Source: an optimization exercise on an open RTL-to-GDS flow (aim: small area and a short achievable clock period). Production flows keep margins and buffers that such runs may drop. In this exercise RTL edits were held to simulation tests only and were not proved equivalent to the original. Power figures rest on the tool's default switching activity, not on a simulated workload.

## flow/design.v (module list and top-level ports; edited modules follow where they fit)
// module mult_unit: 31 lines
// module mult: 100 lines
// module tree8: 1071 lines
// module add64bk: 310 lines
module mult_unit (
    input  logic        clock,
    input  logic        reset,
    input  logic        start,
    input  logic [31:0] rs1,
    input  logic [31:0] rs2,
    input  logic [2:0]  func,
    input  logic [5:0]  dest_tag_in,
    input  logic        cdb_taken,
    input  logic        branch_mispredict,
    output logic [5:0]  dest_tag_out,
    output logic [31:0] result,
    output logic        done,
    output logic        full
);
  // ...
==> flow/run.sh <==
#!/bin/bash
# synth_recipe.tcl (not shown) runs the flow's synth.tcl, then flattens the netlist and writes it again
# the make line also repeats each setting of config.mk as NAME=value (left out here)
make -C /OpenROAD-flow-scripts/flow DESIGN_CONFIG=/design/flow/config.mk WORK_HOME=/design/flow/orfs CLKGATE_MAP_FILE= SYNTH_SCRIPT=/design/flow/synth_recipe.tcl finish
==> flow/config.mk <==
export PLATFORM = sky130hd
export DESIGN_NAME = mult_unit
export DESIGN_NICKNAME = mult_unit
export VERILOG_FILES = /design/flow/design.v
export SDC_FILE = /design/flow/constraint.sdc
export NUM_CORES = 4
export LEC_CHECK = 0
export ABC_AREA = 1
export CAP_MARGIN = 20
export CORE_MARGIN = 2
export CORE_UTILIZATION = 40
export PLACE_DENSITY = 0.6
export SETUP_SLACK_MARGIN = 5
export SLEW_MARGIN = 20
export TNS_END_PERCENT = 0
==> flow/constraint.sdc <==
create_clock -name core_clock -period 9.5 [get_ports {clock}]
set_input_delay 1.9000 -clock core_clock [delete_from_list [all_inputs] [get_ports {clock}]]
set_output_delay 1.9000 -clock core_clock [all_outputs]
set_load 0.01 [all_outputs]
==> impl_metrics.env, run 1 <==
export IMPL_status="complete, no violations"
export IMPL_sh_seq_area_pct=26.97
export IMPL_synth_area_leader_cell="edfxtp_1"
export IMPL_path_depth=10
export IMPL_synth_area_top_cells="edfxtp_1 30%, fa_1 18%, xor2_1 11%, a221oi_1 9.1%, ha_1 6.5%"
export IMPL_synthesis_area_um2=34110
export IMPL_clock_power_share_pct=10.8
export IMPL_yosys_cell_types_count=46
export IMPL_fillCellCount=8065
export IMPL_setup_viol=0
export IMPL_grt_total_usage_pct=29.69
export IMPL_avgSynthCellArea_um2=9.848
export IMPL_layout_common_cells="531 x inv_1, 411 x xor2_1, 352 x a221oi_1"
export IMPL_pg_seq_mw=3.26
export IMPL_cts_htree_levels=2
export IMPL_cts_tree="done"
export IMPL_ff_latch_area_um2=10200
export IMPL_reg_top3="u_mult.ua x64, u_mult.ub x62, u_mult.t x35"
export IMPL_initial_core_util_pct=40.18
export IMPL_timing_hold_ws_ps=410.6
export IMPL_fp_dieArea_um2=87620
export IMPL_cts_max_path_buffers=3
export IMPL_synthArstFlopShare_pct=0
export IMPL_fin_cells=4596
export IMPL_synth_seq_cells=341
export IMPL_gr_usage_met1_pct=36.86
export IMPL_arrival_ps=4940
export IMPL_place_inst=4486
export IMPL_reg2reg_from="u_mult.a[6]$_DFFE_PN_"
export IMPL_finalClockSkew_ps=55.42
export IMPL_clock_area_share_pct=3.335
export IMPL_hold_viol_final=0
export IMPL_nNonClkInverters=566
export IMPL_num_clock_buffers=43
export IMPL_post_route_util_pct=44.55
export IMPL_cts_made_buffers=38
==> run 2, diff against run 1 <==
--- a/flow/config.mk
+++ b/flow/config.mk
@@ -10,4 +10,5 @@
 export CORE_MARGIN = 2
 export CORE_UTILIZATION = 40
+export CTS_BUF_LIST = sky130_fd_sc_hd__clkbuf_4 sky130_fd_sc_hd__clkbuf_8
 export PLACE_DENSITY = 0.6
 export SETUP_SLACK_MARGIN = 5
==> run 2 against run 1 <==
Against the previous run:
- critical path depth stayed put
- critical endpoint is now u_mult.ub[32]$_DFFE_PN_
- register-to-register slack better by 110 ps
- sequential share of layout area hardly changed
- still clean on timing, DRC and antenna
==> impl_metrics.env, run 2 <==
export IMPL_synth_seq_cells=341
export IMPL_core_um2=84880
export IMPL_cp_end_kind="register"
export IMPL_seq_area_frac_synth_pct=29.91
export IMPL_setup_tns_ps=0
export IMPL_root_buffer="clkbuf_8"
export IMPL_ir_worst_vdd_v=0.0002148
export IMPL_regMostFlops="u_mult.ua"
export IMPL_crit_fanout=13
export IMPL_finalMaxSlewViolations=0
export IMPL_gp_congestion=1.036
export IMPL_synth_edf_count=337
export IMPL_cts_htree_levels=2
export IMPL_drc_errors=0
export IMPL_grt_ovfl_total=0
export IMPL_setup_worst_path_start="u_mult.a[6]$_DFFE_PN_"
export IMPL_vias=29100
export IMPL_worstHoldStart="u_mult.tag2[4]$_DFFE_PN_"
export IMPL_period_share_pct=47.97
export IMPL_fp_dieArea_um2=87620
export IMPL_die_width_um=296
export IMPL_start_kind="register"
export IMPL_worstPathRequired_ps=9920
export IMPL_netlist_top_cells_count="547 x inv_1, 413 x xor2_1, 353 x a221oi_1, 341 x o22ai_1, 337 x edfxtp_1"
export IMPL_num_nets_final=4008
export IMPL_p_sw_mw=6.730
export IMPL_synth_area_leader_cell="edfxtp_1"
export IMPL_fin_crit_ps=4557
export IMPL_drt_initial_drc_count=4304
export IMPL_ios=118
export IMPL_firstDrtPassIters=10
export IMPL_yosysWarnings=2
export IMPL_rsz0062_at_grt="true"
export IMPL_yosys_cell_types_count=46
export IMPL_reg2reg_from="u_mult.a[6]$_DFFE_PN_"
export IMPL_status="complete, no violations"
export IMPL_tightestPinTransition_ps=989.6
export IMPL_synth_cells=3463
export IMPL_port_buffers=117
export IMPL_clock_power_share_pct=9.8
export IMPL_wirelength_um=131400
export IMPL_final_common_cell="inv_1"
export IMPL_internal_power_mw=7.065
export IMPL_timing_hold_ws_ps=383.0
export IMPL_yosysTopAreaCellShare_pct=29.67
export IMPL_clk_pin_slew_worst_paths_ps=60
export IMPL_grt_pass1_wl_um=191400
export IMPL_hpwl_um=90260
export IMPL_ant_nets=0
export IMPL_area_growth_pct=10.77
export IMPL_power_density_nw_per_um2=365.1
export IMPL_hp_class="register to register"
export IMPL_largest_reg_flops=64
export IMPL_hold_viol_final=0
export IMPL_avgSynthCellArea_um2=9.848
export IMPL_layout_common_cells="531 x inv_1, 410 x xor2_1, 352 x a221oi_1"
export IMPL_power_leakage_nw=15.56
export IMPL_p_sw_share_pct=48.79
export IMPL_synthesis_area_um2=34110
export IMPL_die_h_um=296
export IMPL_core_rowCount=107
export IMPL_synthArstFlopShare_pct=0
export IMPL_cts_sinks=341
export IMPL_cts_hold_fix_buffers=0
export IMPL_antenna_found_initial=3
export IMPL_grt_total_usage_pct=29.80
export IMPL_p_comb_share_pct=66.6
export IMPL_clk_latency_ps=690
export IMPL_grt_max_degree=75
export IMPL_ys_flop_type="edfxtp_1"
export IMPL_relSlewSlack_pct=33.80
export IMPL_path_class="register to register"
export IMPL_wl_per_cell_um=28.33
export IMPL_setup_viol=0
export IMPL_syn_nets=4026
export IMPL_vias_per_cell=6.271
export IMPL_pwr_share_seq_pct=23.6
export IMPL_grt_pass1_vias=28680
export IMPL_synth_area_top_cells="edfxtp_1 30%, fa_1 18%, xor2_1 11%, a221oi_1 9.1%, ha_1 6.5%"
export IMPL_cts_max_path_buffers=3
export IMPL_cts_tree="done"
export IMPL_cts_made_buffers=59
export IMPL_initial_core_util_pct=40.18
export IMPL_layout_drive_gt1_share_pct=8.102
export IMPL_yosysMostFrequentCell="inv_1"
export IMPL_cap_violations=0
export IMPL_finalClockSkew_ps=56.94
export IMPL_reg_top3="u_mult.ua x64, u_mult.ub x62, u_mult.t x35"
export IMPL_arrival_ps=4980
export IMPL_max_freq_mhz=219.5
run 2: changes by cell type in the layout (fill, tap and decap cells not counted), moves of 2 or more:
cell / delta
clkbuf_8: +60
clkbuf_1: -4
clkbuf_16: -39
clkinv_1: +14
clkinv_2: +2
clkbuf_4: +15
buf_4: +3
inv_6: -3
run 2: final cells by class:
type	count	area [um2]
fillers	8120	47100
multi-input cells	2237	20630
flip-flops and latches	341	10200
inverters	557	2150
repair buffers	240	2121
well taps	1144	1431
clock buffers	75	938.4
clock inverters	34	247.7
repair inverters	9	50.05
diodes	3	7.507
run 2: logic make-up (layout without fill, tap and decap cells):
family	Yosys count	in the layout	share of synthesized area (%)
xor+xnor	454	454	11.66
compound gates	889	889	18.70
other cells	0	3	0
buf+inv	885	915	9.810
simple gates	405	405	5.213
fa+ha+maj	485	485	24.59
mux	4	4	0.1174
flops	341	341	29.91
run 2: path summary, 6_finish.rpt:
kind                                            endpoint  slack (ps)  depth (start not counted)
worst max-delay path             u_mult.ub[32]$_DFFE_PN_        4940                         10
worst min-delay path            u_mult.tag3[4]$_DFFE_PN_         380                          0
worst max register to register   u_mult.ub[32]$_DFFE_PN_        4940                         10
worst min register to register  u_mult.tag3[4]$_DFFE_PN_         380                          0
run 2: power groups by stage:
stage | sequential (mW) | combinational, mW | clock, mW
after floorplan | 3.05 | 5.42 | 0
after global placement | 3.26 | 8.73 | 0
after detailed placement | 3.28 | 8.91 | 0
after CTS | 3.23 | 8.96 | 1.40
after global routing | 3.29 | 10.2 | 1.46
final | 3.26 | 9.18 | 1.35
run 2: critical path, stage by stage (launching register included):
cell	delay, ps
edfxtp_1	970
clkinvlp_4	600
o22ai_1	290
a221oi_1	80
xor2_1	220
fa_1	510
fa_1	550
inv_1	50
fa_1	500
inv_1	50
fa_1	440
run 2: timing repair:
action / 4_1_cts / 5_1_grt
endpoints found under the setup margin: 31 / 41
pin swaps: 1 / 0
setup buffers: 21 / 12
gates cloned: 8 / 1
hold endpoints to repair: 0 / 0
resized for setup: 19 / 21
run 2: metal layers:
metal	global-route usage (%)	routed length [um]	vias up	part of all wire, %
li1	-	-	12220	-
met1	36.36	47860	13780	36
met2	42.86	52820	2414	40
met3	14.25	20360	690	15
met4	17.01	10390	0	7.9
met5	0.1663	0	-	0
run 2: stage by stage:
stage / utilization [%] / setup slack [ps] / std cells / area, um2 / power (mW)
2_1_floorplan: - / 4242 / 3463 / 34110 / 8.476
3_3_place_gp: 42.60 / 4334 / 4486 / 36160 / 11.98
3_5_place_dp: 42.60 / 4345 / 4486 / 36160 / 12.19
4_1_cts: 44.29 / 4940 / 4624 / 37590 / 13.59
5_1_grt: 44.50 / 4906 / 4638 / 37780 / 14.94
6_report: 44.51 / 4943 / 4640 / 37780 / 13.80
==> run 3, diff against run 2 <==
--- a/flow/config.mk
+++ b/flow/config.mk
@@ -9,5 +9,5 @@
 export CAP_MARGIN = 20
 export CORE_MARGIN = 2
-export CORE_UTILIZATION = 40
+export CORE_UTILIZATION = 50
 export CTS_BUF_LIST = sky130_fd_sc_hd__clkbuf_4 sky130_fd_sc_hd__clkbuf_8
 export PLACE_DENSITY = 0.6
==> run 3 against run 2 <==
Against the previous run:
- still clean on timing, DRC and antenna
- global-route usage up 9.9 points
- clock power up 9%
- hold slack better by 35 ps
- worst setup slack worse by 180 ps
- critical path type unchanged
- highest routed layer is now met5
==> impl_metrics.env, run 3 <==
export IMPL_status="complete, no violations"
export IMPL_ios=118
export IMPL_clk_pin_slew_worst_paths_ps=60
export IMPL_synth_area_leader_cell="edfxtp_1"
export IMPL_crit_slowest_cell="edfxtp_1"
export IMPL_ant_nets=0
export IMPL_cts_made_buffers=61
export IMPL_rsz0062_at_grt="true"
export IMPL_grt_pass1_vias=29520
export IMPL_worstPathRequired_ps=9890
export IMPL_min_to="u_mult.res3[29]$_DFFE_PN_"
export IMPL_place_inst=4198
export IMPL_netlist_top_cells_count="547 x inv_1, 413 x xor2_1, 353 x a221oi_1, 341 x o22ai_1, 337 x edfxtp_1"
export IMPL_grt_ovfl_total=0
export IMPL_fp_dieArea_um2=70320
export IMPL_worstHoldStart="u_mult.res2[29]$_DFFE_PN_"
export IMPL_min_path_cells=0
export IMPL_syn_nets=4026
export IMPL_layout_drive_gt1_share_pct=8.743
export IMPL_reg2reg_from="u_mult.a[7]$_DFFE_PN_"
export IMPL_start_kind="register"
export IMPL_synth_seq_cells=341
export IMPL_ys_flop_type="edfxtp_1"
export IMPL_r2r_end="u_mult.ua[40]$_DFFE_PN_"
export IMPL_synth_cells=3463
export IMPL_hpwl_um=97020
export IMPL_yosys_cell_types_count=46
export IMPL_seq_area_frac_synth_pct=29.91
export IMPL_post_route_util_pct=55.79
export IMPL_vias=29790
export IMPL_reg2reg_slack_ps=4760
export IMPL_setup_tns_ps=0
export IMPL_vias_per_cell=6.803
export IMPL_cts_htree_levels=2
export IMPL_path_class="register to register"
export IMPL_largest_reg_flops=64
export IMPL_initial_core_util_pct=50.60
export IMPL_fin_cells=4378
export IMPL_antenna_found_initial=7
export IMPL_drc_errors=0
export IMPL_arrival_ps=5130
export IMPL_wl_per_cell_um=32.11
export IMPL_ir_worst_vdd_v=0.0002132
export IMPL_cp_end_kind="register"
export IMPL_final_common_cell="inv_1"
export IMPL_avgSynthCellArea_um2=9.848
export IMPL_fin_crit_ps=4739
export IMPL_port_buffers=117
export IMPL_area_growth_pct=10.25
export IMPL_yosysMostFrequentCell="inv_1"
export IMPL_grt_total_usage_pct=39.65
export IMPL_clk_latency_ps=730
export IMPL_setup_viol=0
export IMPL_regMostFlops="u_mult.ua"
export IMPL_crit_fanout=13
export IMPL_synthesis_area_um2=34110
export IMPL_hp_class="register to register"
export IMPL_core_um2=67400
export IMPL_path_common_cell="fa_1"
export IMPL_cpPeakStageDelay_ps=920
export IMPL_synth_edf_count=337
export IMPL_tightestPinTransition_ps=1052
export IMPL_firstDrtPassIters=11
export IMPL_grt_pass1_wl_um=203100
export IMPL_num_nets_final=4017
export IMPL_synthArstFlopShare_pct=0
export IMPL_die_width_um=265.2
export IMPL_finalClockSkew_ps=50.78
export IMPL_max_freq_mhz=211.0
export IMPL_power_density_nw_per_um2=365.8
export IMPL_relSlewSlack_pct=29.84
export IMPL_wirelength_um=140600
export IMPL_period_share_pct=49.88
export IMPL_cts_sinks=341
export IMPL_dpl_worst_slack_ps=4366
export IMPL_setup_ws_ps=4761
export IMPL_finalMaxSlewViolations=0
export IMPL_power_leakage_nw=15.53
export IMPL_reg_top3="u_mult.ua x64, u_mult.ub x62, u_mult.t x35"
export IMPL_layout_common_cells="514 x inv_1, 411 x xor2_1, 352 x a221oi_1"
export IMPL_yosysWarnings=2
export IMPL_gp_congestion=1.060
export IMPL_cts_tree="done"
export IMPL_cap_violations=0
export IMPL_grt_max_degree=135
export IMPL_cts_max_path_buffers=3
export IMPL_reg2reg_depth=11
export IMPL_hold_viol_final=0
export IMPL_drt_initial_drc_count=4584
export IMPL_synth_area_top_cells="edfxtp_1 30%, fa_1 18%, xor2_1 11%, a221oi_1 9.1%, ha_1 6.5%"
export IMPL_die_h_um=265.2
export IMPL_path_cells="clkinvlp_2 -> o22ai_1 -> a221oi_1 -> xor2_1 -> fa_1 -> inv_1 -> fa_1 -> inv_1 -> fa_1 -> inv_1 -> fa_1"
export IMPL_yosysTopAreaCellShare_pct=29.67
export IMPL_root_buffer="clkbuf_8"
export IMPL_core_rowCount=95
## run 3: cell count changes in the layout (fill, tap and decap cells not counted), sizes merged
cell | previous run | this run
buf | 123 | 117
bufinv | 3 | 5
clkbuf | 76 | 80
clkinvlp | 27 | 48
diode | 3 | 5
inv | 541 | 527
## run 3: routing by layer
metal  wire [um]  global-route usage (%)  share of wire, %  vias to the layer above
met5          37                       0             0.026                        -
met4       10290                   21.62               7.3                        4
met3       19930                   16.08                14                      643
met2       57810                   57.39                41                     2439
met1       52490                   50.57                37                    14460
li1            -                       -                 -                    12240
## run 3: worst max-delay path by stage
| stage | from | end |
|---|---|---|
| 3_3_place_gp | start | full |
| 3_5_place_dp | start | full |
| 4_1_cts | u_mult.s1[1]$_DFFE_PN_ | u_mult.ub[34]$_DFFE_PN_ |
| 6_report | u_mult.a[7]$_DFFE_PN_ | u_mult.ua[40]$_DFFE_PN_ |
| 5_1_grt | u_mult.s1[0]$_DFFE_PN_ | u_mult.ub[29]$_DFFE_PN_ |
| 2_1_floorplan | cdb_taken | u_mult.a[10]$_DFFE_PN_ |
## run 3: cell type report
| class | instances | area, um2 |
|---|---|---|
| timing repair inverter | 23 | 120.1 |
| timing repair buffer | 233 | 2121 |
| clock inverter | 29 | 270.3 |
| inverter | 557 | 2186 |
| multi-input combinational | 2237 | 20620 |
| antenna | 5 | 12.51 |
| clock buffer | 80 | 982.2 |
| sequential | 341 | 10200 |
| fill | 5997 | 29800 |
| tap | 873 | 1092 |
## run 3: what timing repair did
item | CTS | global route
buffers inserted | 19 | 22
endpoints found under the hold margin | 0 | 0
gates resized for setup | 34 | 9
gates cloned | 21 | 2
endpoints found under the setup margin | 39 | 49
pin swaps | 2 | 0
hold buffers | 0 | 0
## run 3: logic make-up after synthesis
kind of cell,count (synthesis),synth area share (%)
AO/OA/AOI/OAI,889,18.70
buffers and inverters,885,9.810
adder cells (fa/ha/maj),485,24.59
XOR/XNOR,454,11.66
AND/OR/NAND/NOR,405,5.213
flip-flops,341,29.91
multiplexers,4,0.1174
## run 3: report_power, final
part	switching [mW]	leakage [nW]	internal, mW
clock	0.659	0.665	0.809
combinational	5.50	11.2	3.46
sequential	0.478	3.67	2.84
## run 3: worst max-delay path, delay by kind of cell (launching register included)
kind / cells / cell delay, ps
xor gates and xnor gates: 1 / 360
AOI/OAI and AO/OA: 2 / 410
DFF: 1 / 920
adders and majority gates: 4 / 1670
buffers and inverters: 4 / 1040
## run 3: stage by stage
step / total power [mW] / hold slack [ps] / area [um2]
floorplan: 8.476 / 400.3 / 34110
global placement: 11.74 / 400.2 / 35690
detailed placement: 12.08 / 404.5 / 35690
CTS: 13.58 / 418.6 / 37310
global route: 14.79 / 422.1 / 37590
finish: 13.75 / 417.6 / 37600
==> run 4, diff against run 3 <==
--- a/flow/config.mk
+++ b/flow/config.mk
@@ -9,8 +9,8 @@
 export CAP_MARGIN = 20
 export CORE_MARGIN = 2
-export CORE_UTILIZATION = 50
+export CORE_UTILIZATION = 40
 export CTS_BUF_LIST = sky130_fd_sc_hd__clkbuf_4 sky130_fd_sc_hd__clkbuf_8
 export PLACE_DENSITY = 0.6
 export SETUP_SLACK_MARGIN = 5
-export SLEW_MARGIN = 20
+export SLEW_MARGIN = 60
 export TNS_END_PERCENT = 0
==> run 4 against run 3 <==
Against the previous run:
- utilization decreased by 11 points
- clock skew decreased by 8.0 ps
- final cell count increased by 6.7%
- via count down 2.3%
- register-to-register slack improved by 200 ps
- critical endpoint is now u_mult.ub[35]$_DFFE_PN_
- still clean on timing, DRC and antenna
- power increased by 1.3%
==> impl_metrics.env, run 4 <==
export IMPL_layout_common_cells="529 x inv_1, 401 x xor2_1, 347 x a221oi_1"
export IMPL_synth_edf_count=337
export IMPL_drt_initial_drc_count=4130
export IMPL_setup_viol=0
export IMPL_hp_class="register to register"
export IMPL_reg2reg_depth=14
export IMPL_cap_violations=0
export IMPL_initial_core_util_pct=40.18
export IMPL_yosysTopAreaCellShare_pct=29.67
export IMPL_ir_worst_vdd_v=0.0001924
export IMPL_clk_latency_ps=690
export IMPL_yosysMostFrequentCell="inv_1"
export IMPL_num_nets_final=4043
export IMPL_grt_max_degree=75
export IMPL_path_common_cell="fa_1"
export IMPL_cts_sinks=341
export IMPL_min_path_cells=0
export IMPL_fin_crit_ps=4534
export IMPL_synthArstFlopShare_pct=0
export IMPL_avgSynthCellArea_um2=9.848
export IMPL_post_route_util_pct=45.27
export IMPL_die_h_um=296
export IMPL_drc_errors=0
export IMPL_seq_area_frac_synth_pct=29.91
export IMPL_power_total_mw=13.94
export IMPL_ant_nets=0
export IMPL_regMostFlops="u_mult.ua"
export IMPL_worstPathRequired_ps=9890
export IMPL_vias_per_cell=6.225
export IMPL_cp_end_kind="register"
export IMPL_cts_max_path_buffers=3
export IMPL_hpwl_um=94040
export IMPL_syn_nets=4026
export IMPL_ys_flop_type="edfxtp_1"
export IMPL_antenna_found_initial=2
export IMPL_grt_ovfl_total=0
export IMPL_vias=29090
export IMPL_yosysWarnings=2
export IMPL_synth_seq_cells=341
export IMPL_tightestPinTransition_ps=695.4
export IMPL_path_cells="buf_6 -> clkinvlp_4 -> buf_8 -> o22ai_1 -> a221oi_2 -> xor2_1 -> fa_1 -> inv_1 -> fa_1 -> inv_1 -> fa_1 -> fa_1 -> inv_1 -> fa_1"
export IMPL_grt_total_usage_pct=29.55
export IMPL_final_common_cell="inv_1"
export IMPL_cts_tree="done"
export IMPL_hold_viol_final=0
export IMPL_max_freq_mhz=220.6
export IMPL_yosys_cell_types_count=46
export IMPL_finalMaxSlewViolations=0
export IMPL_finalClockSkew_ps=42.77
export IMPL_layout_drive_gt1_share_pct=9.867
export IMPL_grt_pass1_wl_um=190700
export IMPL_rsz0062_at_grt="true"
export IMPL_clk_pin_slew_worst_paths_ps=60
export IMPL_wirelength_um=130300
export IMPL_period_share_pct=47.73
export IMPL_cts_made_buffers=57
export IMPL_cpPeakStageDelay_ps=610
export IMPL_synth_area_leader_cell="edfxtp_1"
export IMPL_fillCellCount=8161
export IMPL_wl_per_cell_um=27.88
export IMPL_synth_area_top_cells="edfxtp_1 30%, fa_1 18%, xor2_1 11%, a221oi_1 9.1%, ha_1 6.5%"
export IMPL_port_buffers=117
export IMPL_gp_congestion=1.036
export IMPL_largest_reg_flops=64
export IMPL_grt_pass1_vias=28380
export IMPL_die_width_um=296
export IMPL_crit_slowest_cell="fa_1"
export IMPL_netlist_top_cells_count="547 x inv_1, 413 x xor2_1, 353 x a221oi_1, 341 x o22ai_1, 337 x edfxtp_1"
export IMPL_synth_cells=3463
export IMPL_relSlewSlack_pct=53.64
export IMPL_reg_top3="u_mult.ua x64, u_mult.ub x62, u_mult.t x35"
export IMPL_setup_tns_ps=0
export IMPL_cts_htree_levels=2
export IMPL_fp_dieArea_um2=87620
export IMPL_start_kind="register"
export IMPL_firstDrtPassIters=11
export IMPL_area_growth_pct=12.66
export IMPL_power_density_nw_per_um2=362.7
export IMPL_arrival_ps=4920
export IMPL_ios=118
export IMPL_synthesis_area_um2=34110
export IMPL_power_leakage_nw=15.96
export IMPL_root_buffer="clkbuf_8"
export IMPL_status="complete, no violations"
export IMPL_core_rowCount=107
export IMPL_path_class="register to register"
export IMPL_crit_fanout=13
export IMPL_core_um2=84880
-- run 4: kinds of logic (layout without fill, tap and decap cells) --
logic type	count (synthesis)	after routing	share of synthesized area, %
DFF	341	341	29.91
adders and majority gates	485	485	24.59
buffers and inverters	885	949	9.810
other	0	2	0
xor gates and xnor gates	454	454	11.66
and+or+nand+nor	405	405	5.213
AOI/OAI and AO/OA	889	889	18.70
muxes	4	4	0.1174
-- run 4: path summary, 6_finish.rpt --
| check | slack, ps | start | end |
|---|---|---|---|
| worst max register to register | 4970 | u_mult.a[25]$_DFFE_PN_ | u_mult.ub[35]$_DFFE_PN_ |
| worst max-delay path | 4970 | u_mult.a[25]$_DFFE_PN_ | u_mult.ub[35]$_DFFE_PN_ |
| worst min-delay path | 410 | u_mult.res2[27]$_DFFE_PN_ | u_mult.res3[27]$_DFFE_PN_ |
| worst min register to register | 410 | u_mult.res2[27]$_DFFE_PN_ | u_mult.res3[27]$_DFFE_PN_ |
-- run 4: metrics by stage --
stage                     cell area [um2]  setup slack, ps  cells  hold WS, ps
final                               38420             4966   4673        409.7
after global routing                38420             4928   4672        421.5
after CTS                           37990             4887   4645        409.6
after detailed placement            36770             4313   4537        404.5
after global placement              36160             4334   4486        402.6
after floorplan                     34110             4242   3463        400.3
-- run 4: layer usage --
metal | vias up | wire length (um) | GRT usage [%]
met5 | - | 13 | 0
met4 | 2 | 9921 | 15.48
met3 | 666 | 19130 | 11.69
met2 | 2367 | 52930 | 43.54
met1 | 13780 | 48270 | 37.32
li1 | 12280 | - | -
-- run 4: layout make-up --
| class | instances | area [um2] | area share (%) |
|---|---|---|---|
| Multi-Input combinational cell | 2237 | 20850 | 54.26 |
| Sequential cell | 341 | 10200 | 26.55 |
| Timing Repair Buffer | 286 | 2599 | 6.764 |
| Inverter | 557 | 2143 | 5.578 |
| Tap cell | 1144 | 1431 | 3.725 |
| Clock buffer | 70 | 882.1 | 2.296 |
| Clock inverter | 36 | 312.8 | 0.8141 |
| Antenna cell | 2 | 5.005 | 0.01303 |
-- run 4: critical path, delay by kind of cell, from the launching register on --
family / cells / cell delay, ps
AOI/OAI and AO/OA: 2 / 270
xor gates and xnor gates: 1 / 190
adders and majority gates: 5 / 2470
buffers and inverters: 6 / 800
DFF: 1 / 510
-- run 4: what timing repair did --
action | in CTS | in global routing
pin swaps | 1 | 1
cloned | 0 | 0
setup buffers | 2 | 17
hold buffers | 0 | 0
setup endpoints to repair | 26 | 27
gates resized for setup | 11 | 43
-- run 4: power by group --
| group | total [mW] | switching, mW | internal, mW |
|---|---|---|---|
| clock | 1.38 | 0.623 | 0.755 |
| sequential | 3.16 | 0.318 | 2.84 |
| combinational | 9.40 | 5.81 | 3.59 |
==> run 5, diff against run 4 <==
==> flow/flow/run.sh (new file) <==
#!/bin/bash
# The standard layout, with the port buffers made of sky130_fd_sc_hd__buf_2
# cells (every input and output port still gets its own buffer).
set -euo pipefail
export BUFFER_PORTS_ARGS="-buffer_cell sky130_fd_sc_hd__buf_2"
bash standard.sh > standard.log 2>&1
==> flow/standard.sh (new file) <==
#!/bin/bash
# synth_recipe.tcl (not shown) runs the flow's synth.tcl, then flattens the netlist and writes it again
# the make line also repeats each setting of config.mk as NAME=value (left out here)
make -C /OpenROAD-flow-scripts/flow DESIGN_CONFIG=/design/flow/config.mk WORK_HOME=/design/flow/orfs CLKGATE_MAP_FILE= SYNTH_SCRIPT=/design/flow/synth_recipe.tcl "${@:-finish}"
--- a/flow/config.mk
+++ b/flow/config.mk
@@ -13,4 +13,4 @@
 export PLACE_DENSITY = 0.6
 export SETUP_SLACK_MARGIN = 5
-export SLEW_MARGIN = 60
+export SLEW_MARGIN = 20
 export TNS_END_PERCENT = 0
removed: flow/run.sh
==> run 5 against run 4 <==
Against the previous run:
- via count rose by 0.88%
- largest power group unchanged
- clock skew is 12 ps higher
- count of clock-buffer cells in the layout decreased by 1
- critical endpoint is now u_mult.ub[41]$_DFFE_PN_
==> impl_metrics.env, run 5 <==
export IMPL_synth_seq_cells=341
export IMPL_final_common_cell="inv_1"
export IMPL_cap_violations=0
export IMPL_cts_made_buffers=57
export IMPL_power_leakage_nw=15.62
export IMPL_synth_area_top_cells="edfxtp_1 30%, fa_1 18%, xor2_1 11%, a221oi_1 9.1%, ha_1 6.5%"
export IMPL_grt_pass1_wl_um=193800
export IMPL_core_rowCount=107
export IMPL_max_freq_mhz=217.9
export IMPL_synthArstFlopShare_pct=0
export IMPL_crit_fanout=21
export IMPL_layout_drive_gt1_share_pct=12.27
export IMPL_gp_congestion=1.007
export IMPL_arrival_ps=4990
export IMPL_wl_per_cell_um=28.83
export IMPL_ys_flop_type="edfxtp_1"
export IMPL_ff_latch_area_um2=10200
export IMPL_yosys_cell_types_count=46
export IMPL_crit_slowest_cell="fa_1"
export IMPL_period_share_pct=48.30
export IMPL_multiInputGateArea_um2=20650
export IMPL_path_cells="buf_4 -> inv_2 -> xor2_2 -> fa_1 -> fa_1 -> fa_1 -> fa_1 -> inv_1 -> fa_1"
export IMPL_reg_top3="u_mult.ua x64, u_mult.ub x62, u_mult.t x35"
export IMPL_path_class="register to register"
export IMPL_avgSynthCellArea_um2=9.848
export IMPL_yosysTopAreaCellShare_pct=29.67
export IMPL_p_sw_share_pct=48.90
export IMPL_root_buffer="clkbuf_8"
export IMPL_clk_latency_ps=700
export IMPL_synth_cells=3463
export IMPL_finalMaxSlewViolations=0
export IMPL_synth_edf_count=337
export IMPL_regMostFlops="u_mult.ua"
export IMPL_setup_viol=0
export IMPL_syn_nets=4026
export IMPL_grt_ovfl_total=0
export IMPL_fp_dieArea_um2=87620
export IMPL_ant_nets=0
export IMPL_cts_tree="done"
export IMPL_worstPathRequired_ps=9900
export IMPL_die_width_um=296
export IMPL_netlist_top_cells_count="547 x inv_1, 413 x xor2_1, 353 x a221oi_1, 341 x o22ai_1, 337 x edfxtp_1"
export IMPL_pwr_share_seq_pct=23.4
export IMPL_core_um2=84880
export IMPL_yosysWarnings=2
export IMPL_synthesis_area_um2=34110
export IMPL_grt_total_usage_pct=30.23
export IMPL_die_h_um=296
export IMPL_num_nets_final=4023
export IMPL_hp_class="register to register"
export IMPL_drt_initial_drc_count=4463
export IMPL_drc_errors=0
export IMPL_internal_power_mw=7.085
export IMPL_initial_core_util_pct=40.18
export IMPL_ios=118
export IMPL_fillCellCount=8182
export IMPL_start_kind="register"
export IMPL_path_delay_family="adder cells"
export IMPL_setup_ws_ps=4912
export IMPL_area_growth_pct=9.803
export IMPL_cts_htree_levels=2
export IMPL_cp_end_kind="register"
export IMPL_finalClockSkew_ps=55.23
export IMPL_dpl_worst_slack_ps=4400
export IMPL_synth_area_leader_cell="edfxtp_1"
export IMPL_clock_power_share_pct=10.5
export IMPL_tightestPinTransition_ps=1086
export IMPL_port_buffers=117
export IMPL_vias=29340
export IMPL_grt_pass1_vias=28610
export IMPL_setup_tns_ps=0
export IMPL_ir_worst_vdd_v=0.0001858
export IMPL_cts_sinks=341
export IMPL_p_sw_mw=6.781
export IMPL_largest_reg_flops=64
export IMPL_path_common_cell="fa_1"
export IMPL_power_density_nw_per_um2=370.3
export IMPL_fin_crit_ps=4588
export IMPL_rsz0062_at_grt="true"
export IMPL_antenna_found_initial=7
export IMPL_grt_max_degree=135
export IMPL_vias_per_cell=6.308
export IMPL_seq_area_frac_synth_pct=29.91
export IMPL_status="complete, no violations"
export IMPL_cpPeakStageDelay_ps=590
export IMPL_yosysMostFrequentCell="inv_1"
export IMPL_path_buf_inv=3
export IMPL_cts_max_path_buffers=3
export IMPL_relSlewSlack_pct=27.39
export IMPL_hpwl_um=92280
export IMPL_p_comb_share_pct=66.0
export IMPL_layout_common_cells="523 x inv_1, 409 x xor2_1, 351 x a221oi_1"
export IMPL_hold_viol_final=0
export IMPL_wirelength_um=134100
export IMPL_clk_pin_slew_worst_paths_ps=60
export IMPL_firstDrtPassIters=10
==> run 5: cell counts after synthesis <==
Identical to the previous run, type by type.
==> run 5: cell type report <==
class | count | share of cell area, %
repair buffers | 250 | 4.377
well taps | 1144 | 3.822
diodes | 3 | 0.02005
flip-flops and latches | 341 | 27.24
clock buffers | 69 | 2.335
multi-input cells | 2237 | 55.15
inverters | 557 | 5.814
repair inverters | 16 | 0.2205
clock inverters | 35 | 1.026
==> run 5: repair_timing <==
item                       CTS  global route
setup buffers               25            28
hold buffers                 0             0
cloned                      15             1
setup endpoints to repair   48            49
resized for setup           17            24
==> run 5: power by group through the flow <==
stage,Combinational [mW],Clock [mW],Sequential [mW]
finish,9.16,1.46,3.25
global placement,8.73,0,3.25
global route,10.2,1.56,3.27
floorplan,5.42,0,3.05
detailed placement,8.93,0,3.26
CTS,8.97,1.50,3.22
==> run 5: cells by family (layout without fill, tap and decap cells) <==
family / Yosys count / count (layout) / share of synthesized area (%)
xor+xnor: 454 / 454 / 11.66
simple gates: 405 / 405 / 5.213
compound gates: 889 / 889 / 18.70
buf+inv: 885 / 927 / 9.810
flops: 341 / 341 / 29.91
fa+ha+maj: 485 / 485 / 24.59
mux: 4 / 4 / 0.1174
other cells: 0 / 3 / 0
==> run 5: layer usage <==
layer | track usage, % | wire (um) | vias to the layer above | part of all wire [%]
li1 | - | - | 12230 | -
met1 | 37.70 | 49320 | 14010 | 37
met2 | 42.98 | 53090 | 2378 | 40
met3 | 13.51 | 20340 | 722 | 15
met4 | 17.64 | 11240 | 6 | 8.4
met5 | 1.053 | 126 | - | 0.094
==> run 5: through the flow <==
step                      area [um2]  hold WS, ps  std cells  util (%)  power (mW)
after floorplan                34110        400.3       3463         -       8.476
after global routing           37440        418.9       4650     44.11       14.99
after detailed placement       35500        404.5       4476     41.82       12.19
final                          37450        410.2       4652     44.12       13.87
after global placement         35500        400.8       4476     41.82       11.98
after CTS                      37100        413.7       4620     43.70       13.69
==> run 5: path summary, 6_finish.rpt <==
check / start / end / slack, ps / cells after the start
setup / recovery: u_mult.neg[2]$_DFFE_PN_ / u_mult.ub[41]$_DFFE_PN_ / 4910 / 9
hold / removal: u_mult.res2[13]$_DFFE_PN_ / u_mult.res3[13]$_DFFE_PN_ / 410 / 0
setup reg to reg: u_mult.neg[2]$_DFFE_PN_ / u_mult.ub[41]$_DFFE_PN_ / 4910 / 9
hold reg to reg: u_mult.res2[13]$_DFFE_PN_ / u_mult.res3[13]$_DFFE_PN_ / 410 / 0
==> run 6, diff against run 5 <==
--- a/flow/config.mk
+++ b/flow/config.mk
@@ -11,5 +11,5 @@
 export CORE_UTILIZATION = 40
 export CTS_BUF_LIST = sky130_fd_sc_hd__clkbuf_4 sky130_fd_sc_hd__clkbuf_8
-export PLACE_DENSITY = 0.6
+export PLACE_DENSITY = 0.65
 export SETUP_SLACK_MARGIN = 5
 export SLEW_MARGIN = 20
==> run 6 against run 5 <==
Against the previous run:
- largest power group unchanged
- global-route usage fell by 0.42 points
- die area did not move
- still clean
- fmax fell by 5.6%
- cell area fell by 1.1%
- via count fell by 0.86%
- highest routed layer unchanged
==> impl_metrics.env, run 6 <==
export IMPL_reg2reg_depth=10
export IMPL_synth_edf_count=337
export IMPL_hp_class="register to register"
export IMPL_cts_sinks=341
export IMPL_antenna_found_initial=5
export IMPL_die_width_um=296
export IMPL_synth_cells=3463
export IMPL_wl_per_cell_um=28.51
export IMPL_final_area_um2=37050
export IMPL_ir_worst_vdd_v=0.0001745
export IMPL_clk_pin_slew_worst_paths_ps=70
export IMPL_core_rowCount=107
export IMPL_tightestPinTransition_ps=1128
export IMPL_drc_errors=0
export IMPL_place_inst=4489
export IMPL_drt_initial_drc_count=4743
export IMPL_largest_reg_flops=64
export IMPL_cts_made_buffers=57
export IMPL_finalClockSkew_ps=71.25
export IMPL_avgSynthCellArea_um2=9.848
export IMPL_area_growth_pct=8.640
export IMPL_power_total_mw=13.73
export IMPL_setup_tns_ps=0
export IMPL_arrival_ps=5270
export IMPL_reg_top3="u_mult.ua x64, u_mult.ub x62, u_mult.t x35"
export IMPL_initial_core_util_pct=40.18
export IMPL_synthArstFlopShare_pct=0
export IMPL_vias_per_cell=6.280
export IMPL_setup_ws_ps=4640
export IMPL_status="complete, no violations"
export IMPL_cts_htree_levels=2
export IMPL_post_route_util_pct=43.65
export IMPL_ios=118
export IMPL_cap_violations=0
export IMPL_dpl_instance_area_um2=35600
export IMPL_path_class="register to register"
export IMPL_cp_end_kind="register"
export IMPL_min_to="u_mult.res3[24]$_DFFE_PN_"
export IMPL_grt_pass1_vias=28640
export IMPL_ys_flop_type="edfxtp_1"
export IMPL_root_buffer="clkbuf_8"
export IMPL_grt_pass1_wl_um=191500
export IMPL_die_h_um=296
export IMPL_crit_fanout=13
export IMPL_reg2reg_slack_ps=4640
export IMPL_num_nets_final=4000
export IMPL_dpl_worst_slack_ps=4669
export IMPL_cts_max_path_buffers=3
export IMPL_firstDrtPassIters=13
export IMPL_worstHoldStart="u_mult.res2[24]$_DFFE_PN_"
export IMPL_seq_area_frac_synth_pct=29.91
export IMPL_start_kind="register"
export IMPL_timing_hold_ws_ps=407.3
export IMPL_layout_common_cells="531 x inv_1, 411 x xor2_1, 353 x a221oi_1"
export IMPL_yosysTopAreaCellShare_pct=29.67
export IMPL_core_um2=84880
export IMPL_hold_viol_final=0
export IMPL_grt_max_degree=135
export IMPL_r2r_end="u_mult.ub[23]$_DFFE_PN_"
export IMPL_min_path_cells=0
export IMPL_clk_latency_ps=700
export IMPL_syn_nets=4026
export IMPL_wirelength_um=132100
export IMPL_port_buffers=117
export IMPL_grt_total_usage_pct=29.80
export IMPL_finalMaxSlewViolations=0
export IMPL_regMostFlops="u_mult.ua"
export IMPL_fin_cells=4633
export IMPL_ant_nets=0
export IMPL_period_share_pct=51.16
export IMPL_netlist_top_cells_count="547 x inv_1, 413 x xor2_1, 353 x a221oi_1, 341 x o22ai_1, 337 x edfxtp_1"
export IMPL_synth_seq_cells=341
export IMPL_yosysMostFrequentCell="inv_1"
export IMPL_setup_worst_path_start="u_mult.a[13]$_DFFE_PN_"
export IMPL_cts_hold_fix_buffers=0
export IMPL_fp_dieArea_um2=87620
export IMPL_yosysWarnings=2
export IMPL_reg2reg_from="u_mult.a[13]$_DFFE_PN_"
export IMPL_max_freq_mhz=205.8
export IMPL_vias=29090
export IMPL_cts_tree="done"
export IMPL_synthesis_area_um2=34110
export IMPL_rsz0062_at_grt="true"
export IMPL_fillCellCount=8236
export IMPL_worstPathRequired_ps=9910
export IMPL_gp_congestion=1.032
export IMPL_grt_ovfl_total=0
export IMPL_final_common_cell="inv_1"
export IMPL_layout_drive_gt1_share_pct=11.05
export IMPL_fin_crit_ps=4860
export IMPL_synth_area_leader_cell="edfxtp_1"
export IMPL_hpwl_um=91140
export IMPL_power_leakage_nw=15.48
export IMPL_synth_area_top_cells="edfxtp_1 30%, fa_1 18%, xor2_1 11%, a221oi_1 9.1%, ha_1 6.5%"
export IMPL_setup_viol=0
export IMPL_power_density_nw_per_um2=370.5
export IMPL_relSlewSlack_pct=24.79
export IMPL_yosys_cell_types_count=46
[run 6: how the worst max path moves through the flow]
stage                              end  slack [ps]
2_1_floorplan   u_mult.a[10]$_DFFE_PN_        4240
3_3_place_gp   u_mult.ub[28]$_DFFE_PN_        4680
3_5_place_dp   u_mult.ub[39]$_DFFE_PN_        4670
4_1_cts        u_mult.ub[35]$_DFFE_PN_        4940
5_1_grt        u_mult.ub[43]$_DFFE_PN_        4750
6_report       u_mult.ub[23]$_DFFE_PN_        4640
[run 6: area by class of cell]
cell class	count	area (um2)	area share, %
diodes	4	10.01	0.02702
multi-input cells	2237	20610	55.63
repair buffers	234	1464	3.951
clock buffers	66	852.1	2.300
inverters	557	2151	5.805
repair inverters	9	45.04	0.1216
flip-flops and latches	341	10200	27.53
well taps	1144	1431	3.863
clock inverters	41	285.3	0.7699
[run 6: metal layers]
metal | share of wire (%) | global-route usage, %
met1 | 36 | 35.97
met2 | 41 | 43.47
met3 | 15 | 14.07
met4 | 7.8 | 16.91
met5 | 0.079 | 0.8315
[run 6: worst max-delay path, stage by stage, from the launching register on]
cell and delay (ps):
edfxtp_1 810, clkinvlp_2 940, o22ai_1 420, a221oi_1 100
xor2_1 200, fa_1 560, inv_1 50, fa_1 410
inv_1 100, fa_1 430, fa_1 570
[run 6: repair_timing]
| action | 4_1_cts | 5_1_grt |
|---|---|---|
| cloned | 9 | 0 |
| resized for setup | 16 | 3 |
| buffers inserted | 14 | 9 |
| pin swaps | 1 | 0 |
| setup endpoints to repair | 36 | 50 |
[run 6: cells by family after synthesis]
logic type / after synthesis / share of synthesized area (%)
AO/OA/AOI/OAI: 889 / 18.70
buffers and inverters: 885 / 9.810
adder cells (fa/ha/maj): 485 / 24.59
XOR/XNOR: 454 / 11.66
AND/OR/NAND/NOR: 405 / 5.213
flip-flops: 341 / 29.91
multiplexers: 4 / 0.1174
[run 6: report_power, final]
part	switching, mW	total, mW	internal, mW
Clock	0.640	1.33	0.686
Sequential	0.409	3.25	2.84
Combinational	5.76	9.15	3.39
Total	6.81	13.7	6.92
==> run 7, diff against run 6 <==
--- a/flow/config.mk
+++ b/flow/config.mk
@@ -9,7 +9,7 @@
 export CAP_MARGIN = 20
 export CORE_MARGIN = 2
-export CORE_UTILIZATION = 40
+export CORE_UTILIZATION = 45
 export CTS_BUF_LIST = sky130_fd_sc_hd__clkbuf_4 sky130_fd_sc_hd__clkbuf_8
-export PLACE_DENSITY = 0.65
+export PLACE_DENSITY = 0.6
 export SETUP_SLACK_MARGIN = 5
 export SLEW_MARGIN = 20
==> run 7 against run 6 <==
Against the previous run:
- clock skew fell by 1.7 ps
- critical path type unchanged
- still clean on timing, DRC and antenna
- synthesized cell count is the same
- count of clock-buffer cells in the layout up 5
- routed wire length rose by 0.77%
- global-route usage is 3.9 points higher
- final cell count shrank 3.4%
- highest routed layer unchanged
- cell area rose by 0.14%
- register-to-register slack gained 270 ps
- fmax is 5.9% higher
- critical path depth decreased by 1
- power up 0.38%
- combinational power about the same
==> impl_metrics.env, run 7 <==
export IMPL_reg_top3="u_mult.ua x64, u_mult.ub x62, u_mult.t x35"
export IMPL_max_freq_mhz=217.8
export IMPL_avgSynthCellArea_um2=9.848
export IMPL_port_buffers=117
export IMPL_regMostFlops="u_mult.ua"
export IMPL_syn_nets=4026
export IMPL_grt_pass1_wl_um=193100
export IMPL_core_um2=74700
export IMPL_cts_htree_levels=2
export IMPL_setup_tns_ps=0
export IMPL_power_density_nw_per_um2=371.4
export IMPL_ir_worst_vdd_v=0.0002266
export IMPL_path_class="register to register"
export IMPL_setup_worst_path_start="u_mult.neg[2]$_DFFE_PN_"
export IMPL_core_rowCount=100
export IMPL_start_kind="register"
export IMPL_crit_fanout=21
export IMPL_wirelength_um=133100
export IMPL_grt_max_degree=135
export IMPL_hold_viol_final=0
export IMPL_yosys_cell_types_count=46
export IMPL_drt_initial_drc_count=4928
export IMPL_synthesis_area_um2=34110
export IMPL_cts_sinks=341
export IMPL_ant_nets=0
export IMPL_synth_simple_area_share_pct=5.213
export IMPL_cap_violations=0
export IMPL_cts_max_path_buffers=3
export IMPL_timing_hold_ws_ps=410.4
export IMPL_die_width_um=279.3
export IMPL_firstDrtPassIters=12
export IMPL_fp_dieArea_um2=78010
export IMPL_synth_xor_area_share_pct=11.66
export IMPL_grt_ovfl_total=0
export IMPL_setup_viol=0
export IMPL_tightestPinTransition_ps=1188
export IMPL_vias=29240
export IMPL_worstHoldStart="u_mult.tag1[3]$_DFFE_PN_"
export IMPL_ys_flop_type="edfxtp_1"
export IMPL_yosysTopAreaCellShare_pct=29.67
export IMPL_hp_class="register to register"
export IMPL_reg2reg_from="u_mult.neg[2]$_DFFE_PN_"
export IMPL_clk_latency_ps=720
export IMPL_antenna_found_initial=5
export IMPL_cp_end_kind="register"
export IMPL_hpwl_um=90490
export IMPL_finalMaxSlewViolations=0
export IMPL_layout_common_cells="531 x inv_1, 408 x xor2_1, 352 x a221oi_1"
export IMPL_synth_compound_area_share_pct=18.70
export IMPL_synth_top_family_by_area="adder cells"
export IMPL_setup_ws_ps=4909
export IMPL_cts_made_buffers=59
export IMPL_arrival_ps=4990
export IMPL_yosysMostFrequentCell="inv_1"
export IMPL_synthArstFlopShare_pct=0
export IMPL_period_share_pct=48.32
export IMPL_status="complete, no violations"
export IMPL_finalClockSkew_ps=69.56
export IMPL_dpl_worst_slack_ps=4670
export IMPL_grt_total_usage_pct=33.68
export IMPL_grt_pass1_vias=28740
export IMPL_fin_crit_ps=4591
export IMPL_root_buffer="clkbuf_8"
export IMPL_relSlewSlack_pct=20.50
export IMPL_synth_area_leader_cell="edfxtp_1"
export IMPL_synth_cells=3463
export IMPL_netlist_top_cells_count="547 x inv_1, 413 x xor2_1, 353 x a221oi_1, 341 x o22ai_1, 337 x edfxtp_1"
export IMPL_cts_tree="done"
export IMPL_vias_per_cell=6.531
export IMPL_wl_per_cell_um=29.73
export IMPL_die_h_um=279.3
export IMPL_synth_seq_cells=341
export IMPL_synth_adder_area_share_pct=24.59
export IMPL_worstPathRequired_ps=9900
export IMPL_synth_area_top_cells="edfxtp_1 30%, fa_1 18%, xor2_1 11%, a221oi_1 9.1%, ha_1 6.5%"
export IMPL_gp_congestion=1.032
export IMPL_synth_edf_count=337
export IMPL_final_area_um2=37100
export IMPL_dpl_instance_area_um2=35350
export IMPL_power_leakage_nw=15.63
export IMPL_layout_drive_gt1_share_pct=11.67
export IMPL_seq_area_frac_synth_pct=29.91
export IMPL_initial_core_util_pct=45.66
export IMPL_num_nets_final=4019
export IMPL_final_common_cell="inv_1"
export IMPL_yosysWarnings=2
export IMPL_rsz0062_at_grt="true"
export IMPL_drc_errors=0
export IMPL_area_growth_pct=8.790
export IMPL_synthMuxAreaShare_pct=0.1174
export IMPL_clk_pin_slew_worst_paths_ps=60
export IMPL_ios=118
export IMPL_largest_reg_flops=64
-- run 7: cell counts after synthesis --
No cell type changed its count.
-- run 7: cell families (layout without fill, tap and decap cells) --
kind of cell,after synthesis,after routing
AOI/OAI and AO/OA,889,889
xor gates and xnor gates,454,454
adders and majority gates,485,485
buffers and inverters,885,926
DFF,341,341
muxes,4,4
other,0,4
and+or+nand+nor,405,405
-- run 7: cell type report --
cell class,instances,area (um2)
clock inverter,38,304.0
tap,969,1212
timing repair inverter,9,47.55
timing repair buffer,251,1638
antenna,4,10.01
sequential,341,10200
clock buffer,71,902.1
fill,6894,37590
inverter,557,2147
multi-input combinational,2237,20640
-- run 7: worst max-delay path, cell delays in order (launching register included) --
cell and delay, ps:
edfxtp_1 320, buf_4 440, inv_2 440, xor2_2 540, fa_1 510, fa_1 460
fa_1 530, fa_1 530, inv_1 50, fa_1 440
-- run 7: timing repair --
action,in CTS,in global routing
endpoints found under the setup margin,33,55
hold buffers,0,0
buffers inserted,15,29
gates resized for setup,13,18
gates cloned,8,1
-- run 7: worst paths after layout --
path | end | slack (ps) | cells after the start
worst max-delay path | u_mult.ub[41]$_DFFE_PN_ | 4910 | 9
worst min register to register | u_mult.tag2[3]$_DFFE_PN_ | 410 | 0
worst min-delay path | u_mult.tag2[3]$_DFFE_PN_ | 410 | 0
worst max register to register | u_mult.ub[41]$_DFFE_PN_ | 4910 | 9
-- run 7: stage by stage --
stage,utilization (%),power [mW],std cells
5_1_grt,49.67,14.94,4475
3_3_place_gp,47.32,11.95,4310
2_1_floorplan,-,8.476,3463
4_1_cts,49.22,13.56,4442
3_5_place_dp,47.32,12.14,4310
6_report,49.67,13.78,4477
-- run 7: per-layer routing --
layer	up-vias	track usage, %	wire length, um
li1	12230	-	-
met5	-	1.063	221
met3	694	16.78	21160
met2	2528	48.08	53440
met4	12	17.66	9819
met1	13780	41.57	48450
-- run 7: power by group --
group          internal, mW  switching, mW
combinational          3.43           5.71
clock                 0.742          0.650
sequential             2.84          0.411
==> run 8, diff against run 7 <==
==> flow/flow/run.sh (replaced) <==
#!/bin/bash
# The standard layout, with two changes:
#  - the port buffers are sky130_fd_sc_hd__buf_2 cells (every input and
#    output port still gets its own buffer);
#  - timing repair aims at 5 ns of setup slack from clock tree synthesis on,
#    but not during floorplanning (no sizing before placement).
set -euo pipefail
export BUFFER_PORTS_ARGS="-buffer_cell sky130_fd_sc_hd__buf_2"
SETUP_SLACK_MARGIN=0 bash standard.sh floorplan > standard_floorplan.log 2>&1
SETUP_SLACK_MARGIN=5 bash standard.sh > standard_finish.log 2>&1
--- a/flow/config.mk
+++ b/flow/config.mk
@@ -9,8 +9,7 @@
 export CAP_MARGIN = 20
 export CORE_MARGIN = 2
-export CORE_UTILIZATION = 45
+export CORE_UTILIZATION = 40
 export CTS_BUF_LIST = sky130_fd_sc_hd__clkbuf_4 sky130_fd_sc_hd__clkbuf_8
 export PLACE_DENSITY = 0.6
-export SETUP_SLACK_MARGIN = 5
 export SLEW_MARGIN = 20
 export TNS_END_PERCENT = 0
==> run 8 against run 7 <==
Against the previous run:
- still clean on timing, DRC and antenna
- register-to-register slack better by 20 ps
- sequential share of layout area shrank 0.15 points
- via count shrank 0.84%
- cell area rose by 0.56%
- sequential power about the same
- critical endpoint is now u_mult.ub[39]$_DFFE_PN_
==> impl_metrics.env, run 8 <==
export IMPL_cts_made_buffers=57
export IMPL_cp_end_kind="register"
export IMPL_synth_edf_count=337
export IMPL_root_buffer="clkbuf_8"
export IMPL_cts_sinks=341
export IMPL_cts_htree_levels=2
export IMPL_setup_tns_ps=0
export IMPL_clk_latency_ps=680
export IMPL_yosysTopAreaCellShare_pct=29.67
export IMPL_hp_class="register to register"
export IMPL_core_rowCount=107
export IMPL_synthArstFlopShare_pct=0
export IMPL_vias=28990
export IMPL_clk_pin_slew_worst_paths_ps=70
export IMPL_hpwl_um=93170
export IMPL_power_density_nw_per_um2=369.0
export IMPL_drt_initial_drc_count=4667
export IMPL_initial_core_util_pct=40.18
export IMPL_final_common_cell="inv_1"
export IMPL_tightestPinTransition_ps=1057
export IMPL_ant_nets=0
export IMPL_setup_viol=0
export IMPL_drc_errors=0
export IMPL_setup_ws_ps=4925
export IMPL_min_path_cells=0
export IMPL_die_width_um=296
export IMPL_gp_congestion=1.023
export IMPL_crit_fanout=20
export IMPL_yosysWarnings=2
export IMPL_synth_seq_cells=341
export IMPL_worstPathRequired_ps=9900
export IMPL_grt_max_degree=74
export IMPL_layout_common_cells="530 x inv_1, 410 x xor2_1, 351 x a221oi_1"
export IMPL_firstDrtPassIters=10
export IMPL_layout_drive_gt1_share_pct=11.69
export IMPL_relSlewSlack_pct=29.30
export IMPL_port_buffers=117
export IMPL_reg_top3="u_mult.ua x64, u_mult.ub x62, u_mult.t x35"
export IMPL_ys_flop_type="edfxtp_1"
export IMPL_netlist_top_cells_count="547 x inv_1, 413 x xor2_1, 353 x a221oi_1, 341 x o22ai_1, 337 x edfxtp_1"
export IMPL_die_h_um=296
export IMPL_ir_worst_vdd_v=0.0001906
export IMPL_finalMaxSlewViolations=0
export IMPL_largest_reg_flops=64
export IMPL_core_um2=84880
export IMPL_max_freq_mhz=218.6
export IMPL_worstHoldStart="u_mult.res2[1]$_DFFE_PN_"
export IMPL_arrival_ps=4980
export IMPL_finalClockSkew_ps=30.70
export IMPL_grt_pass1_vias=28570
export IMPL_grt_ovfl_total=0
export IMPL_reg2reg_depth=14
export IMPL_grt_pass1_wl_um=194200
export IMPL_hold_viol_final=0
export IMPL_synthesis_area_um2=34110
export IMPL_power_total_mw=13.77
export IMPL_ios=118
export IMPL_period_share_pct=48.15
export IMPL_yosys_cell_types_count=46
export IMPL_cts_max_path_buffers=3
export IMPL_cap_violations=0
export IMPL_yosysMostFrequentCell="inv_1"
export IMPL_antenna_found_initial=7
export IMPL_fin_crit_ps=4575
export IMPL_cts_tree="done"
export IMPL_regMostFlops="u_mult.ua"
export IMPL_avgSynthCellArea_um2=9.848
export IMPL_dpl_worst_slack_ps=4549
export IMPL_synth_area_top_cells="edfxtp_1 30%, fa_1 18%, xor2_1 11%, a221oi_1 9.1%, ha_1 6.5%"
export IMPL_cts_hold_fix_buffers=0
export IMPL_num_nets_final=4017
export IMPL_start_kind="register"
export IMPL_min_to="u_mult.res3[1]$_DFFE_PN_"
export IMPL_reg2reg_from="u_mult.a[31]$_DFFE_PN_"
export IMPL_wl_per_cell_um=28.75
export IMPL_vias_per_cell=6.242
export IMPL_path_class="register to register"
export IMPL_r2r_end="u_mult.ub[39]$_DFFE_PN_"
export IMPL_grt_total_usage_pct=30.28
export IMPL_syn_nets=4026
export IMPL_fp_dieArea_um2=87620
export IMPL_rsz0062_at_grt="true"
export IMPL_synth_area_leader_cell="edfxtp_1"
export IMPL_area_growth_pct=9.399
export IMPL_reg2reg_slack_ps=4930
export IMPL_synth_cells=3463
export IMPL_power_leakage_nw=15.64
export IMPL_post_route_util_pct=43.96
export IMPL_setup_worst_path_start="u_mult.a[31]$_DFFE_PN_"
export IMPL_wirelength_um=133500
export IMPL_fillCellCount=8264
export IMPL_status="complete, no violations"
export IMPL_seq_area_frac_synth_pct=29.91
run 8: cell counts after synthesis:
No cell type changed its count.
run 8: worst max-delay path by stage:
stage / end / slack [ps] / cells after the start
after floorplan: u_mult.hi1$_DFFE_PN_ / 4150 / 2
after global placement: u_mult.ub[35]$_DFFE_PN_ / 4620 / 12
after detailed placement: u_mult.ub[35]$_DFFE_PN_ / 4550 / 12
after CTS: u_mult.ub[35]$_DFFE_PN_ / 4900 / 13
after global routing: u_mult.ub[33]$_DFFE_PN_ / 4930 / 13
final: u_mult.ub[39]$_DFFE_PN_ / 4930 / 14
run 8: area by class of cell:
cell class                      count  area [um2]  share of cell area [%]
Antenna cell                        1       2.502                0.006707
Clock buffer                       66       852.1                   2.284
Clock inverter                     39       354.1                  0.9490
Inverter                          557        2147                   5.755
Multi-Input combinational cell   2237       20620                   55.26
Sequential cell                   341       10200                   27.34
Tap cell                         1144        1431                   3.836
Timing Repair Buffer              250        1654                   4.433
Timing Repair inverter             10       50.05                  0.1341
run 8: worst max-delay path, cell delays in order, from the launching register on:
cell and delay, ps:
edfxtp_1 370, buf_4 230, inv_1 90, buf_6 240
o22ai_1 120, a221oi_1 280, xor2_1 570, ha_1 370
fa_2 610, inv_1 70, fa_1 360, inv_1 80
fa_1 400, inv_1 80, fa_1 410
run 8: repair_timing:
action / CTS / global route
endpoints found under the setup margin: 36 / 41
resized for setup: 12 / 31
endpoints found under the hold margin: 0 / 0
pin swaps: 0 / 0
buffers inserted: 18 / 18
gates cloned: 8 / 2
run 8: where the power goes:
group | switching (mW) | total [mW] | internal [mW]
logic | 5.71 | 9.14 | 3.43
registers | 0.401 | 3.24 | 2.84
clock network | 0.623 | 1.39 | 0.765
total | 6.74 | 13.8 | 7.03
run 8: stage by stage:
| stage | instances | hold WS [ps] | area, um2 |
|---|---|---|---|
| after global routing | 4645 | 424.9 | 37310 |
| after floorplan | 3463 | 400.3 | 34110 |
| after global placement | 4493 | 401.2 | 35620 |
| final | 4645 | 415.0 | 37310 |
| after CTS | 4624 | 419.1 | 37040 |
| after detailed placement | 4493 | 404.5 | 35620 |
run 8: logic make-up after synthesis:
family | count (synthesis) | share of synthesized area [%]
flops | 341 | 29.91
buf+inv | 885 | 9.810
fa+ha+maj | 485 | 24.59
mux | 4 | 0.1174
compound gates | 889 | 18.70
xor+xnor | 454 | 11.66
simple gates | 405 | 5.213
run 8: routing by layer:
| layer | vias up | global-route usage (%) | part of all wire (%) |
|---|---|---|---|
| met4 | 14 | 16.46 | 7.5 |
| met3 | 670 | 13.92 | 15 |
| met2 | 2314 | 43.53 | 41 |
| met5 | - | 0.7206 | 0.16 |
| met1 | 13770 | 37.65 | 37 |
| li1 | 12230 | - | - |

==> static timing again, ports no longer ideal <==
No port has a modelled driver above. Below, the same layouts with a new extraction and two added sets of constraints. Step 1, drivers: a clkbuf_16 drives clock and a buf_2 each remaining input, both assumed. Step 2 adds t to the input delays and takes it off the output delays; t is the mean of the earliest and latest rising clock arrival at the registers after step 1. Input paths then give back, and output paths get back, about the clock's delay inside the block. Slacks: no drivers / after step 1 / after step 2; pairs: no drivers / after step 1.
| run | t (ns) | slack for setup (ns) | worst data-port slew with drivers (ns) | pins driven straight from the clock port |
|---|---|---|---|---|
| run 1 | 0.647 | 4.833 / 4.833 / 4.819 | 0.05 | 1 |
| run 2 | 0.722 | 4.943 / 4.921 / 4.840 | 0.05 | 1 |
| run 3 | 0.759 | 4.761 / 4.761 / 4.708 | 0.05 | 1 |
| run 4 | 0.734 | 4.966 / 4.966 / 4.934 | 0.04 | 1 |
| run 5 | 0.731 | 4.912 / 4.912 / 4.912 | 0.05 | 1 |
| run 6 | 0.727 | 4.640 / 4.640 / 4.640 | 0.05 | 1 |
| run 7 | 0.758 | 4.909 / 4.909 / 4.909 | 0.05 | 1 |
| run 8 | 0.726 | 4.925 / 4.925 / 4.925 | 0.07 | 1 |
After both steps setup and hold are still met in every run listed. The setup slack of run 2, which loses most, moves by -0.022 ns with the drivers and by -0.103 ns with both steps.
